Source: an optimization exercise on an open RTL-to-GDS flow (aim: small area). Production flows keep margins and buffers that such runs may drop. Only simulation tests tie the RTL to the original design; equivalence was not proved. The clock port is modelled as an ideal driver; clocking choices that lean on that would not hold on a real chip. Power and IR drop assume default switching activity.

==> run.sh <==
#!/bin/bash
# synth_recipe.tcl (not shown) runs the flow's synth.tcl, then flattens the netlist and writes it again
# the make line also repeats each setting of config.mk as NAME=value (left out here)
make -C /OpenROAD-flow-scripts/flow DESIGN_CONFIG=/design/flow/config.mk WORK_HOME=/design/flow/orfs CLKGATE_MAP_FILE= SYNTH_SCRIPT=/design/flow/synth_recipe.tcl finish
==> constraint.sdc <==
create_clock -name core_clock -period 8.0 [get_ports {clk}]
set_input_delay 1.6000 -clock core_clock [delete_from_list [all_inputs] [get_ports {clk}]]
set_output_delay 1.6000 -clock core_clock [all_outputs]
set_load 0.01 [all_outputs]
==> design.v <==
module berger_zero_faulty_memory(
    input clk,
    input rst,
    input [7:0] input_data,
    input [3:0] input_addr,
    input wr_en,
    input [11:0] unidirectional_fault_mask,
    input fault_enable,
    input fault_zero_to_one,
    output [7:0] output_data,
    output zero_to_one_error
);
    reg  [7:0]  data [0:15];
    reg  [15:0] valid;
    wire [15:0] dec = 16'd1 << input_addr;
    always @(posedge clk or posedge rst) begin
        if (rst)
            valid <= 16'd0;
        else if (wr_en)
            valid <= valid | dec;
    end
    genvar k;
    generate
        for (k = 0; k < 16; k = k + 1) begin : word
            always @(posedge clk) begin
                if (wr_en && dec[k])
                    data[k] <= input_data;
            end
        end
    endgenerate
    wire [15:0] sel = dec & valid;
    reg  [7:0]  rd;
    integer i;
    always @(*) begin
        rd = 8'd0;
        for (i = 0; i < 16; i = i + 1)
            rd = rd | ({8{sel[i]}} & data[i]);
    end
    wire v = |sel;
    wire [3:0] ones_rd = rd[0] + rd[1] + rd[2] + rd[3] + rd[4] + rd[5] + rd[6] + rd[7];
    wire [3:0] zeros_rd = 4'd8 - ones_rd;
    wire [11:0] word_rd = {rd, zeros_rd[3] & v, zeros_rd[2:0]};
    wire [11:0] f = {12{fault_enable}} & unidirectional_fault_mask;
    wire [11:0] c = (word_rd & ~f) | (f & {12{fault_zero_to_one}});
    wire [3:0] ones_c = c[4] + c[5] + c[6] + c[7] + c[8] + c[9] + c[10] + c[11];
    assign output_data = c[11:4];
    assign zero_to_one_error = (4'd8 - ones_c) != c[3:0];
endmodule
==> config.mk <==
export PLATFORM = sky130hd
export DESIGN_NAME = berger_zero_faulty_memory
export DESIGN_NICKNAME = berger_zero_faulty_memory
export VERILOG_FILES = /design/flow/design.v
export SDC_FILE = /design/flow/constraint.sdc
export NUM_CORES = 4
export LEC_CHECK = 0
export ABC_AREA = 1
export CAP_MARGIN = 20
export CORE_MARGIN = 2
export CORE_UTILIZATION = 40
export SLEW_MARGIN = 20
==> results of run 1 <==
-- repair_timing --
action                     in CTS  in global routing
pin swaps                       0                  1
setup endpoints to repair       1                  1
gates resized for setup         4                 10
buffers inserted                0                  3
-- final cells by class --
cell class	count	area (um2)
Inverter	69	262
Multi-Input combinational cell	348	1740
Fill cell	1332	7570
Tap cell	211	264
Clock inverter	14	158
Clock buffer	18	429
Sequential cell	144	4240
Timing Repair Buffer	68	598
-- routing by layer --
| layer | vias to the layer above | track usage, % |
|---|---|---|
| li1 | 2074 | - |
| met1 | 2147 | 27.5 |
| met2 | 179 | 33.3 |
| met3 | 33 | 3.22 |
| met4 | 0 | 8.25 |
| met5 | - | 0 |
-- registers in the layout (all words and copies together) (netlist names) --
name,cells
valid,16
data,128
-- worst min-delay path by stage --
stage                endpoint  slack [ns]  cells after the start
floorplan           valid[13]        0.44                      2
global placement    valid[13]        0.45                      2
detailed placement  valid[15]        0.46                      1
CTS                 valid[13]        0.47                      2
global route        valid[13]        0.48                      2
finish              valid[13]        0.47                      2
-- per-stage QoR --
stage               TNS [ns]  hold WS, ns  total power, uW  setup WS [ns]
finish                     0        0.467             1900          0.393
global placement     -0.0845        0.448             1130        -0.0845
global route               0        0.481             1980         0.0998
detailed placement   -0.0859        0.456             1130        -0.0859
floorplan                  0        0.438             1030           1.37
CTS                        0        0.470             1900         0.0620
-- where the power goes --
group	internal, uW	switching [uW]	leakage [uW]
registers	840	7.21	0.00131
logic	119	153	0.00148
clock network	464	318	0.000283
-- critical path, stage by stage --
cell and delay, ns:
dlymetal6s2s_1 0.20, buf_6 0.19, nand4_1 0.21, nor2_2 0.13
buf_4 0.19, nand2_1 0.07, nand4_1 0.10, nor2_1 0.06
nand2_1 0.10, inv_1 0.08, fa_1 0.54, ha_1 0.14
inv_1 0.05, fa_1 0.50, inv_1 0.06, fa_1 0.41
ha_1 0.27, a21oi_1 0.12, a31oi_1 0.07, xor2_1 0.18
nor3_1 0.17, nand3_1 0.09, clkdlybuf4s50_1 0.48
-- kinds of logic (layout without fill, tap and decap cells) --
group	count (synthesis)	count (layout)	synth area share (%)
DFF	144	144	67.7
buffers and inverters	77	169	4.71
xor gates and xnor gates	3	3	0.419
and+or+nand+nor	305	305	21.0
adders and majority gates	16	16	4.15
AOI/OAI and AO/OA	24	24	2.06
-- cell usage in the layout, fill, tap and decap left out, types with 11 or more instances in the layout --
master / count
edfxtp_1: 128
nor2_1: 51
dfrtp_1: 16
o21ai_0: 11
clkdlybuf4s50_1: 33
buf_4: 29
inv_2: 17
clkbuf_16: 17
inv_1: 51
nand2_1: 177
nand4_1: 37
nand3_1: 20
==> flow_summary.json, run 1 <==
{
  "r2r_slack_ns": 7.19,
  "cts.clk_slew.worst_paths_ns": 0.06,
  "top_layer": "met4",
  "relSlewSlack_pct": 21.9,
  "cts_max_path_buffers": 2,
  "htreeDepth": 4,
  "ir_worst_vdd_mv": 0.140,
  "grt_pass1_vias": 4372,
  "cts_sinks": 144,
  "tightest_slew_ns": 1.17,
  "startpoint": "input_addr[3]",
  "rsz0062_at_grt": "no",
  "fmax_mhz": 131,
  "wl_met3_um": 1090,
  "diodes": 0,
  "drtIter0Drc": 436,
  "ant_nets": 0,
  "synth_cell_type_count": 24,
  "io_buffers": 37,
  "antenna_found_initial": 0,
  "hp-start": "valid[13]",
  "grt_usage_pct": 20.4,
  "yosysMostFrequentCell": "nand2_1",
  "powerDensity_mw_per_mm2": 247,
  "place_area_mm2": 0.00708,
  "yosys.area.top_type": "edfxtp_1",
  "postLayoutCoreUtil_pct": 50.4,
  "syn2layout_area_growth_pct": 22.6,
  "drt-met1-wl_um": 7000,
  "cp-end-kind": "output port",
  "synth-edff-count": 128,
  "core_mm2": 0.0153,
  "cts_made_buffers": 17,
  "cp-endpoint": "zero_to_one_error",
  "yosysTopAreaCellShare_pct": 61.3,
  "design_area_mm2": 0.00769,
  "critPathKind": "input port to output port",
  "clkLatencyLatePin_ns": 0.42,
  "async_reset_ff_share_pct": 11.1,
  "finalWeightedCongestion": 0.892,
  "die_w_um": 129,
  "synth_area_leaders": "edfxtp_1 61%, nand2_1 11%, dfrtp_1 6.4%",
  "finalSetupViolCount": 0,
  "rows": 45,
  "drc": 0,
  "dpl.hpwl_um": 11100,
  "cts_hold_buf": 0,
  "initial_core_util_pct": 41.1,
  "synthesis.nets": 614,
  "reg2reg_from": "valid[3]",
  "cp-start-kind": "input port",
  "ioPinCount": 38,
  "worstRegToRegCells": 1,
  "period_share_pct": 95.1,
  "maxSlewViolCount": 0,
  "cts-root-buf": "clkbuf_16",
  "synth_seq_cells": 144,
  "nets": 693,
  "grt_max_degree": 26,
  "stdcell_count": 872,
  "path_max_fanout": 13,
  "grt_pass1_wl_um": 24600,
  "hp-class": "flop to flop",
  "placed_cells": 837,
  "wl_met2_um": 7620,
  "rr_endpoint": "valid[3]",
  "ys_seq_area_share_pct": 67.7,
  "hold_viol_final": 0,
  "routed_wl_um": 16200,
  "firstDrtPassIters": 6,
  "ys.flop_type": "edfxtp_1",
  "final_layout_size_suffix_gt1_share_pct": 14.8,
  "synthTopCellsByCount": "177 x nand2_1, 128 x edfxtp_1, 52 x inv_1",
  "dieArea_mm2": 0.0167,
  "cp.required_ns": 6.40,
  "fin_skew_ns": 0,
  "yosysWarnings": 2,
  "maxCapViolCount": 0,
  "vias": 4433,
  "p_leak_uw": 0.00307,
  "synth_cells": 569,
  "synth.avg_cell_area_um2": 11.0,
  "avgRoutedWirePerCell_um": 18.5,
  "die_h_um": 129,
  "cp_data_arrival_time_ns": 6.01,
  "final.min_clock_period_ns": 7.61,
  "status": "timing/DRC/antenna clean",
  "grt.overflow.total": 0,
  "syn_area_mm2": 0.00627,
  "cts_tree": "built",
  "vias_per_cell": 5.08
}
==> run 2, diff against run 1 <==
--- a/config.mk
+++ b/config.mk
@@ -8,5 +8,8 @@
 export ABC_AREA = 1
-export CAP_MARGIN = 20
+export CAP_MARGIN = 0
 export CORE_MARGIN = 2
-export CORE_UTILIZATION = 40
-export SLEW_MARGIN = 20
+export CORE_UTILIZATION = 60
+export CTS_BUF_LIST = sky130_fd_sc_hd__clkbuf_8
+export CTS_CLUSTER_DIAMETER = 100
+export CTS_CLUSTER_SIZE = 40
+export SLEW_MARGIN = 0
==> flow_summary.json, run 2 <==
{
  "cts_made_buffers": 17,
  "largest_register_ff_count": 128,
  "rsz0062_at_grt": "no",
  "vias_per_cell": 5.53,
  "final.min_clock_period_ns": 7.66,
  "placed_cells": 753,
  "slowest_stage": "fa_1",
  "grt.overflow.total": 0,
  "synthTopCellsByCount": "177 x nand2_1, 128 x edfxtp_1, 52 x inv_1",
  "vias": 4355,
  "status": "timing/DRC/antenna clean",
  "yosysWarnings": 2,
  "ys.flop_type": "edfxtp_1",
  "async_reset_ff_share_pct": 11.1,
  "initial_core_util_pct": 61.3,
  "clkLatencyLatePin_ns": 0.44,
  "final_cell_mix": "177 x nand2_1, 128 x edfxtp_1, 51 x nor2_1",
  "final_common_cell": "nand2_1",
  "nets": 683,
  "routed_wl_um": 15400,
  "top_regs": "data x128, valid x16",
  "ant_nets": 0,
  "p_leak_uw": 0.00294,
  "period_share_pct": 95.7,
  "powerDensity_mw_per_mm2": 227,
  "ys_seq_area_share_pct": 67.7,
  "cp.required_ns": 6.40,
  "avgRoutedWirePerCell_um": 19.6,
  "ioPinCount": 38,
  "place_ws_ns": -0.134,
  "yosys.area.top_type": "edfxtp_1",
  "finalWeightedCongestion": 0.925,
  "cts_sinks": 144,
  "path_max_fanout": 8,
  "die_h_um": 106,
  "firstDrtPassIters": 8,
  "fmax_mhz": 131,
  "dieArea_mm2": 0.0113,
  "syn_area_mm2": 0.00627,
  "cts_tree": "built",
  "drc": 0,
  "yosysTopAreaCellShare_pct": 61.3,
  "syn2layout_area_growth_pct": 16.9,
  "hold_viol_final": 0,
  "die_w_um": 106,
  "cp-start-kind": "input port",
  "fin_tns_setup_ns": 0,
  "crit_chain": "clkbuf_2 -> nand2_1 -> nor2_2 -> nand3_1 -> inv_2 -> nand2_1 -> nand4_1 -> nor2_1 -> nand2_1 -> inv_1 -> fa_1 -> ha_1 -> inv_1 -> fa_1 -> inv_1 -> fa_1 -> ha_1 -> a21oi_1 -> a31oi_1 -> xor2_1 -> nor3_1 -> nand3_1 -> clkdlybuf4s50_1",
  "finalSetupViolCount": 0,
  "maxSlewViolCount": 0,
  "cp_data_arrival_time_ns": 6.06,
  "ir_worst_vdd_mv": 0.164,
  "synth.avg_cell_area_um2": 11.0,
  "antenna_found_initial": 0,
  "place_area_mm2": 0.00692,
  "yosysMostFrequentCell": "nand2_1",
  "synth_cells": 569,
  "grt_pass1_wl_um": 23700,
  "synth-edff-count": 128,
  "cp-end-kind": "output port",
  "hp-class": "flop to flop",
  "cts.clk_slew.worst_paths_ns": 0.08,
  "tightest_slew_ns": 1.11,
  "synth_seq_cells": 144,
  "dpl.hpwl_um": 10600,
  "crit_path_max_incr_delay_ns": 0.55,
  "r2r_slack_ns": 7.18,
  "grt_max_degree": 26,
  "final_layout_size_suffix_gt1_share_pct": 13.7,
  "design_area_mm2": 0.00733,
  "relSlewSlack_pct": 25.7,
  "cts-root-buf": "clkbuf_8",
  "finalPower_uw": 1660,
  "drtIter0Drc": 551,
  "layout_setup_ws_ns": 0.342,
  "grt_usage_pct": 29.7,
  "regMostFlops": "data",
  "synthesis.nets": 614,
  "stdcell_count": 787,
  "synth_cell_type_count": 24,
  "htreeDepth": 4,
  "diodes": 0,
  "io_buffers": 37,
  "synth_area_leaders": "edfxtp_1 61%, nand2_1 11%, dfrtp_1 6.4%",
  "grt_pass1_vias": 4198,
  "cts_max_path_buffers": 2,
  "fin_skew_ns": 0,
  "rows": 37,
  "maxCapViolCount": 0,
  "critPathKind": "input port to output port",
  "core_mm2": 0.0102
}
## run 2: changes by cell type in the layout (fill, tap and decap cells not counted), sizes merged
cell          delta
buf             -10
bufinv           -1
clkbuf           -2
clkinv           -1
clkinvlp         -1
dlymetal6s2s     +1
inv              +4
## run 2: where the power goes
| group | total, uW | internal [uW] | switching, uW |
|---|---|---|---|
| clock | 554 | 255 | 299 |
| sequential | 845 | 838 | 6.98 |
| combinational | 266 | 116 | 149 |
| total | 1660 | 1210 | 455 |
## run 2: cells by family (layout without fill, tap and decap cells)
kind of cell,after synthesis,count (layout),share of synthesized area [%]
XOR/XNOR,3,3,0.419
flip-flops,144,144,67.7
AO/OA/AOI/OAI,24,24,2.06
adder cells (fa/ha/maj),16,16,4.15
AND/OR/NAND/NOR,305,305,21.0
buffers and inverters,77,159,4.71
## run 2: path summary, 6_finish.rpt
kind | start | to | cells after the start
hold reg to reg | valid[13] | valid[13] | 2
min in group asynchronous | rst | valid[6] | 2
hold / removal | valid[13] | valid[13] | 2
setup reg to reg | valid[2] | valid[2] | 1
max in group asynchronous | rst | valid[12] | 2
setup / recovery | input_addr[1] | zero_to_one_error | 23
## run 2: area by class of cell
type / instances / area (um2)
Clock buffer: 17 / 234
Clock inverter: 15 / 148
Fill cell: 749 / 2900
Inverter: 69 / 262
Multi-Input combinational cell: 348 / 1740
Sequential cell: 144 / 4240
Tap cell: 136 / 170
Timing Repair Buffer: 58 / 539
## run 2: worst max-delay path, delay by kind of cell
| kind | cells | cell delay, ns |
|---|---|---|
| fa+ha+maj | 5 | 1.90 |
| buf+inv | 6 | 1.04 |
| xor+xnor | 1 | 0.18 |
| simple gates | 9 | 1.15 |
| compound gates | 2 | 0.18 |
## run 2: routing by layer
metal	up-vias	global-route usage (%)	share of wire, %
met5	-	0	0
met3	21	8.15	8.9
met1	2063	41.9	42
li1	2056	-	-
met2	215	45.4	47
met4	0	9.49	1.5
## run 2: repair_timing
item	CTS	global route
resized for setup	4	10
hold buffers	0	0
pin swaps	1	1
endpoints found under the setup margin	1	1
buffers inserted	1	1
## run 2: metrics by stage
step	hold WS (ns)	utilization, %
3_3_place_gp	0.448	67.6
4_1_cts	0.480	71.6
3_5_place_dp	0.455	67.6
2_1_floorplan	0.438	-
6_report	0.475	71.7
5_1_grt	0.493	71.7
==> run 3, diff against run 2 <==
==> flow/run.sh (new file) <==
#!/bin/bash
# Standard synthesis, then an area re-mapping of the combinational logic
# (flip-flops untouched), then the standard layout with small port buffers
# and a clock tree without dummy loads.
set -euo pipefail
HERE=$(pwd)
R=$HERE/orfs/results/sky130hd/berger_zero_faulty_memory/base
LIB=$FLOW_HOME/platforms/sky130hd/lib/sky130_fd_sc_hd__tt_025C_1v80.lib

bash standard.sh synth > synth_standard.log 2>&1
cp $R/1_2_yosys.v $HERE/standard_1_2_yosys.v

LIB=$LIB IN_V=$HERE/standard_1_2_yosys.v OUT_V=$R/1_2_yosys.v \
  ABC_SCRIPT=$HERE/flow/area.abc STAT_OUT=$HERE/reabc_stat.txt \
  yosys -c $HERE/flow/reabc.tcl > reabc.log 2>&1
rm -f $R/1_synth.odb $R/1_synth.sdc

export BUFFER_PORTS_ARGS="-buffer_cell sky130_fd_sc_hd__buf_1"
export CTS_ARGS="-sink_clustering_enable -repair_clock_nets -dont_use_dummy_load -buf_list sky130_fd_sc_hd__clkbuf_8 -sink_clustering_size 24 -sink_clustering_max_diameter 60"
bash standard.sh > layout.log 2>&1
==> flow/area.abc (new file) <==
strash
dc2
dch -f
amap
topo
==> flow/reabc.tcl (new file) <==
yosys -import
# Re-map the combinational logic of the standard synthesis netlist for area.
# The flip-flops, and their instance names and cell types, are kept exactly
# as the standard synthesis made them.
set lib $::env(LIB)
read_liberty -ignore_miss_func $lib
read_verilog $::env(IN_V)
hierarchy -top $::env(FLOW_TOP)
setattr -mod -set keep_hierarchy 1 sky130_fd_sc_hd__*df* sky130_fd_sc_hd__*dl*
flatten
blackbox sky130_fd_sc_hd__*
opt_clean -purge
opt -fast
abc -liberty $lib -script $::env(ABC_SCRIPT) -dont_use *probe* -dont_use *lpflow*
opt_clean -purge
setundef -zero
hilomap -singleton -hicell sky130_fd_sc_hd__conb_1 HI -locell sky130_fd_sc_hd__conb_1 LO
insbuf -buf sky130_fd_sc_hd__buf_4 A X
splitnets
# left out here: clean up, hide names made inside functions
tee -o $::env(STAT_OUT) stat -liberty $lib
write_verilog -noattr -nohex -nodec $::env(OUT_V)
==> standard.sh (new file) <==
#!/bin/bash
# synth_recipe.tcl (not shown) runs the flow's synth.tcl, then flattens the netlist and writes it again
# the make line also repeats each setting of config.mk as NAME=value (left out here)
make -C /OpenROAD-flow-scripts/flow DESIGN_CONFIG=/design/flow/config.mk WORK_HOME=/design/flow/orfs CLKGATE_MAP_FILE= SYNTH_SCRIPT=/design/flow/synth_recipe.tcl "${@:-finish}"
--- a/config.mk
+++ b/config.mk
@@ -8,8 +8,5 @@
 export ABC_AREA = 1
-export CAP_MARGIN = 0
+export CAP_MARGIN = 20
 export CORE_MARGIN = 2
-export CORE_UTILIZATION = 60
-export CTS_BUF_LIST = sky130_fd_sc_hd__clkbuf_8
-export CTS_CLUSTER_DIAMETER = 100
-export CTS_CLUSTER_SIZE = 40
-export SLEW_MARGIN = 0
+export CORE_UTILIZATION = 40
+export SLEW_MARGIN = 20
removed: run.sh
==> flow_summary.json, run 3 <==
{
  "rows": 43,
  "die_w_um": 124,
  "cp_data_arrival_time_ns": 5.87,
  "syn2layout_area_growth_pct": 13.7,
  "synth_cells": 415,
  "ioPinCount": 38,
  "final_common_cell": "edfxtp_1",
  "cts_made_buffers": 17,
  "io_buffers": 37,
  "multiInputGateArea_mm2": 0.00144,
  "cts_sinks": 144,
  "cp.buffers_inverters": 6,
  "crit_path_max_incr_delay_ns": 0.77,
  "nets": 521,
  "crit_top_cell": "nand2_1",
  "ant_nets": 0,
  "grt_pass1_vias": 3908,
  "cts_hold_buf": 0,
  "regArea_mm2": 0.00424,
  "path_max_fanout": 9,
  "diodes": 0,
  "vias_per_cell": 5.90,
  "drtIter0Drc": 395,
  "fin_skew_ns": 0,
  "syn_area_mm2": 0.00575,
  "final_layout_size_suffix_gt1_share_pct": 10.2,
  "maxSlewViolCount": 0,
  "grt_max_degree": 17,
  "cp-start-kind": "input port",
  "final.min_clock_period_ns": 7.47,
  "dpl.hpwl_um": 10200,
  "tightest_slew_ns": 1.08,
  "core_mm2": 0.0139,
  "routed_wl_um": 15000,
  "synth.avg_cell_area_um2": 13.9,
  "htreeDepth": 4,
  "hold_viol_final": 0,
  "firstDrtPassIters": 5,
  "powerDensity_mw_per_mm2": 227,
  "cp_top_family": "simple AND/OR/NAND/NOR gates",
  "cp-end-kind": "output port",
  "die_h_um": 124,
  "finalPower_uw": 1480,
  "yosysWarnings": 2,
  "relSlewSlack_pct": 27.8,
  "finalWeightedCongestion": 0.851,
  "antenna_found_initial": 0,
  "cts-root-buf": "clkbuf_8",
  "clkLatencyLatePin_ns": 0.43,
  "vias": 3954,
  "cts_tree": "built",
  "hp-class": "flop to flop",
  "grt.overflow.total": 0,
  "crit_chain": "buf_1 -> inv_2 -> nand4_1 -> nor2b_1 -> a222oi_1 -> nand4_1 -> a2111oi_1 -> buf_4 -> clkinv_1 -> nor2_1 -> a21oi_1 -> nor2_1 -> a21oi_1 -> nand2_1 -> and2_0 -> or2_0 -> o21ai_0 -> nand2_1 -> o32ai_1 -> o221ai_1 -> a211o_1 -> clkinv_1 -> nand2_1 -> buf_1",
  "largest_register_ff_count": 128,
  "fmax_mhz": 134,
  "finalSetupViolCount": 0,
  "dieArea_mm2": 0.0153,
  "grt_pass1_wl_um": 22600,
  "cts_max_path_buffers": 2,
  "period_share_pct": 93.3,
  "status": "timing/DRC/antenna clean",
  "regMostFlops": "data",
  "top_regs": "data x128, valid x16",
  "p_leak_uw": 0.00211,
  "drc": 0,
  "ir_worst_vdd_mv": 0.132,
  "slowest_stage": "nor2b_1",
  "grt_usage_pct": 21.0,
  "synthesis.nets": 444,
  "cts.clk_slew.worst_paths_ns": 0.05,
  "initial_core_util_pct": 41.2,
  "critPathKind": "input port to output port",
  "final_cell_mix": "128 x edfxtp_1, 46 x nand2_1, 40 x nor2_1",
  "n_fill_cell": 1250,
  "avgRoutedWirePerCell_um": 22.5,
  "postLayoutCoreUtil_pct": 46.9,
  "maxCapViolCount": 0,
  "cp.required_ns": 6.40
}
==> run 3: what timing repair did <==
item,CTS,global route
endpoints found under the setup margin,0,1
resized for setup,0,13
buffers inserted,0,0
==> run 3: worst paths after layout <==
check                      slack, ns                 to           from  cells past startpoint
setup / recovery                0.53  zero_to_one_error  input_addr[3]                     24
hold / removal                  0.48          valid[10]      valid[10]                      1
setup reg to reg                7.27           valid[3]       valid[3]                      1
hold reg to reg                 0.48          valid[10]      valid[10]                      1
max in group asynchronous       6.57           valid[5]            rst                      2
min in group asynchronous       1.13          valid[12]            rst                      2
==> run 3: layer usage <==
layer / routed length [um] / part of all wire, % / GRT usage [%] / vias up
li1: - / - / - / 1787
met1: 6290 / 42 / 27.8 / 1961
met2: 7330 / 49 / 34.4 / 177
met3: 1070 / 7.1 / 3.89 / 29
met4: 349 / 2.3 / 8.17 / 0
met5: 0 / 0 / 0 / -
==> run 3: stage by stage <==
step	worst slack [ns]	cells	hold WS, ns	area (um2)	setup TNS [ns]
final	0.533	670	0.477	6540	0
after global routing	-0.0233	670	0.495	6540	-0.0233
after CTS	0.206	668	0.475	6500	0
after detailed placement	0.228	651	0.460	6270	0
after global placement	0.412	649	0.453	6240	0
after floorplan	1.32	415	0.435	5750	0
==> run 3: cell type report <==
class	instances	share of cell area, %
Sequential cell	144	64.9
Multi-Input combinational cell	248	22.1
Timing Repair Buffer	58	4.61
Clock buffer	17	3.58
Tap cell	180	3.45
Inverter	23	1.32
==> run 3: where the power goes <==
group | internal [uW] | switching (uW) | leakage [uW]
Combinational | 73.9 | 139 | 0.000664
Sequential | 847 | 9.93 | 0.00132
Clock | 187 | 224 | 0.000122
Total | 1110 | 372 | 0.00211
==> run 4, diff against run 3 <==
--- a/flow/run.sh
+++ b/flow/run.sh
@@ -18,3 +18,5 @@
 export BUFFER_PORTS_ARGS="-buffer_cell sky130_fd_sc_hd__buf_1"
-export CTS_ARGS="-sink_clustering_enable -repair_clock_nets -dont_use_dummy_load -buf_list sky130_fd_sc_hd__clkbuf_8 -sink_clustering_size 24 -sink_clustering_max_diameter 60"
+export CTS_ARGS="-sink_clustering_enable -repair_clock_nets -dont_use_dummy_load -root_buf sky130_fd_sc_hd__clkbuf_16 -buf_list sky130_fd_sc_hd__clkbuf_4"
+export POST_CTS_TCL=$HERE/flow/post_cts.tcl
+export CTS_UPSIZE_FANOUT=12
 bash standard.sh > layout.log 2>&1
==> flow/post_cts.tcl (new file) <==
# Clock leaf buffers that drive many flip-flops get a stronger cell, to keep
# the slew at the flip-flops' clock pins low; then re-legalize the placement.
foreach inst [get_cells clkbuf_*] {
  if {[get_property $inst ref_name] ne "sky130_fd_sc_hd__clkbuf_4"} { continue }
  set out [get_pins -of_objects $inst -filter "direction==output"]
  set loads [get_pins -of_objects [get_nets -of_objects $out] -filter "direction==input"]
  if {[llength $loads] >= $::env(CTS_UPSIZE_FANOUT)} {
    puts "post_cts: [get_full_name $inst] fanout [llength $loads] -> clkbuf_8"
    replace_cell $inst sky130_fd_sc_hd__clkbuf_8
  }
}
detailed_placement
check_placement -verbose
estimate_parasitics -placement
--- a/config.mk
+++ b/config.mk
@@ -8,5 +8,6 @@
 export ABC_AREA = 1
-export CAP_MARGIN = 20
+export CAP_MARGIN = 0
 export CORE_MARGIN = 2
-export CORE_UTILIZATION = 40
-export SLEW_MARGIN = 20
+export CORE_UTILIZATION = 60
+export GPL_TIMING_DRIVEN = 0
+export SLEW_MARGIN = 0
==> flow_summary.json, run 4 <==
{
  "status": "timing/DRC/antenna clean",
  "grt_max_degree": 17,
  "rsz0062_at_grt": "no",
  "cp-start-kind": "input port",
  "crit_chain": "buf_1 -> inv_2 -> nand3_1 -> nor2_1 -> a222oi_1 -> nand4_1 -> a2111oi_4 -> clkinv_1 -> nor2_1 -> a21oi_1 -> nor2_1 -> a21oi_1 -> nand2_1 -> and2_0 -> or2_0 -> o21ai_0 -> nand2_1 -> o32ai_1 -> o221ai_1 -> a211o_1 -> clkinv_1 -> nand2_1 -> buf_1",
  "critPathKind": "input port to output port",
  "cp.required_ns": 6.40,
  "io_buffers": 37,
  "rows": 35,
  "relSlewSlack_pct": 11.5,
  "routed_wl_um": 14100,
  "ir_worst_vdd_mv": 0.144,
  "final_layout_size_suffix_gt1_share_pct": 5.97,
  "syn2layout_area_growth_pct": 8.95,
  "vias": 3791,
  "n_fill_cell": 755,
  "finalSetupViolCount": 0,
  "place_ws_ns": -0.302,
  "firstDrtPassIters": 7,
  "largest_register_ff_count": 128,
  "initial_core_util_pct": 61.9,
  "fmax_mhz": 133,
  "fin_skew_ns": 0,
  "swShare_pct": 25.2,
  "die_w_um": 102,
  "maxCapViolCount": 0,
  "synth_cells": 415,
  "p_leak_uw": 0.00197,
  "slowest_stage": "nor2_1",
  "grt.overflow.total": 0,
  "cp_data_arrival_time_ns": 5.94,
  "vias_per_cell": 6.34,
  "crit_path_max_incr_delay_ns": 0.95,
  "yosysWarnings": 2,
  "powerDensity_mw_per_mm2": 223,
  "cp-end-kind": "output port",
  "comb_power_share_pct": 14.7,
  "drc": 0,
  "path_max_fanout": 9,
  "die_h_um": 102,
  "layout_setup_ws_ns": 0.463,
  "core_mm2": 0.00928,
  "ant_nets": 0,
  "finalWeightedCongestion": 0.831,
  "final_common_cell": "edfxtp_1",
  "cts_tree": "built",
  "avgRoutedWirePerCell_um": 23.6,
  "final.min_clock_period_ns": 7.54,
  "synthesis.nets": 444,
  "dieArea_mm2": 0.0104,
  "internal_power_uw": 1040,
  "hp-class": "flop to flop",
  "final_cell_mix": "128 x edfxtp_1, 46 x nand2_1, 44 x nor2_1",
  "grt_pass1_vias": 3575,
  "grt_pass1_wl_um": 21000,
  "grt_usage_pct": 29.5,
  "maxSlewViolCount": 0,
  "antenna_found_initial": 0,
  "drtIter0Drc": 410,
  "clkPwrFrac_pct": 24.0,
  "cts_sinks": 144,
  "dpl.hpwl_um": 8870,
  "p_switching_uw": 351,
  "diodes": 0,
  "hold_viol_final": 0,
  "finalPower_uw": 1390,
  "period_share_pct": 94.2,
  "top_regs": "data x128, valid x16",
  "syn_area_mm2": 0.00575,
  "tightest_slew_ns": 1.32,
  "regMostFlops": "data",
  "p_seq_share_pct": 61.3,
  "synth.avg_cell_area_um2": 13.9,
  "ioPinCount": 38,
  "cts.clk_slew.worst_paths_ns": 0.07,
  "nets": 500,
  "clkLatencyLatePin_ns": 0.36
}
## run 4: per-layer routing
| layer | track usage (%) | part of all wire [%] |
|---|---|---|
| met1 | 43.2 | 42 |
| met2 | 45.2 | 47 |
| met3 | 6.09 | 8.6 |
| met4 | 9.85 | 1.8 |
| met5 | 0 | 0 |
## run 4: power by group through the flow
stage / clock (uW) / sequential [uW] / combinational [uW]
after floorplan: 0 / 869 / 139
after global placement: 0 / 871 / 191
after detailed placement: 0 / 872 / 197
after global routing: 366 / 858 / 233
final: 335 / 856 / 205
## run 4: worst paths after layout
path / endpoint / cells after the start / slack, ns / from
max: zero_to_one_error / 23 / 0.46 / input_addr[1]
min: valid[3] / 1 / 0.47 / valid[3]
max reg2reg: valid[12] / 1 / 7.26 / valid[12]
min reg2reg: valid[3] / 1 / 0.47 / valid[3]
max in group asynchronous: valid[15] / 2 / 6.49 / rst
min in group asynchronous: valid[0] / 2 / 1.19 / rst
## run 4: stage by stage
stage / TNS [ns] / instances / hold slack, ns / cell area [um2] / util (%)
2_1_floorplan: 0 / 415 / 0.435 / 5750 / -
3_3_place_gp: -0.214 / 581 / 0.451 / 6050 / 65.1
3_5_place_dp: -0.302 / 581 / 0.459 / 6050 / 65.1
5_1_grt: 0 / 598 / 0.490 / 6260 / 67.5
6_report: 0 / 598 / 0.473 / 6260 / 67.5
## run 4: cell type report
type                            count  area, um2  area share, %
Sequential cell                   144       4240           67.8
Multi-Input combinational cell    248       1470           23.5
Tap cell                          129        161           2.58
Clock buffer                       17        158           2.52
Timing Repair Buffer               37        139           2.22
Inverter                           23       86.3           1.38
## run 4: critical path, delay by kind of cell
family	cells	cell delay (ns)
AO/OA/AOI/OAI	8	1.61
AND/OR/NAND/NOR	10	2.06
buffers and inverters	5	0.64

## re-timing with driven ports
How much do the figures lean on ideal ports? The routed layouts below were timed once more, with nothing changed but the port constraints. Step 1: set_driving_cell puts a clkbuf_16 on clk and a buf_2 on each other input, an assumption about the parent block. Step 2, shift: input delay + t, output delay - t, t = (earliest + latest rising clock arrival at the registers) / 2. This alone moves slack from input paths to output paths. a / b / c = no drivers / after step 1 / after step 2; a / b = the first two.
run	t, ns	slack for setup (ns)	latest minus earliest clock arrival (ns)	worst register clock-pin slew, ns	worst data-port slew with drivers (ns)
run 1	0.457	0.393 / 0.370 / 0.370	0.008 / 0.008	0.06 / 0.06	0.04
run 2	0.474	0.342 / 0.318 / 0.318	0.011 / 0.011	0.09 / 0.09	0.05
run 3	0.462	0.533 / 0.512 / 0.512	0.020 / 0.019	0.07 / 0.07	0.05
run 4	0.383	0.463 / 0.440 / 0.440	0.033 / 0.034	0.11 / 0.11	0.04
After both steps setup and hold are still met in every run listed. The setup slack of run 2, which loses most, moves by -0.024 ns with the drivers and by -0.024 ns with both steps.
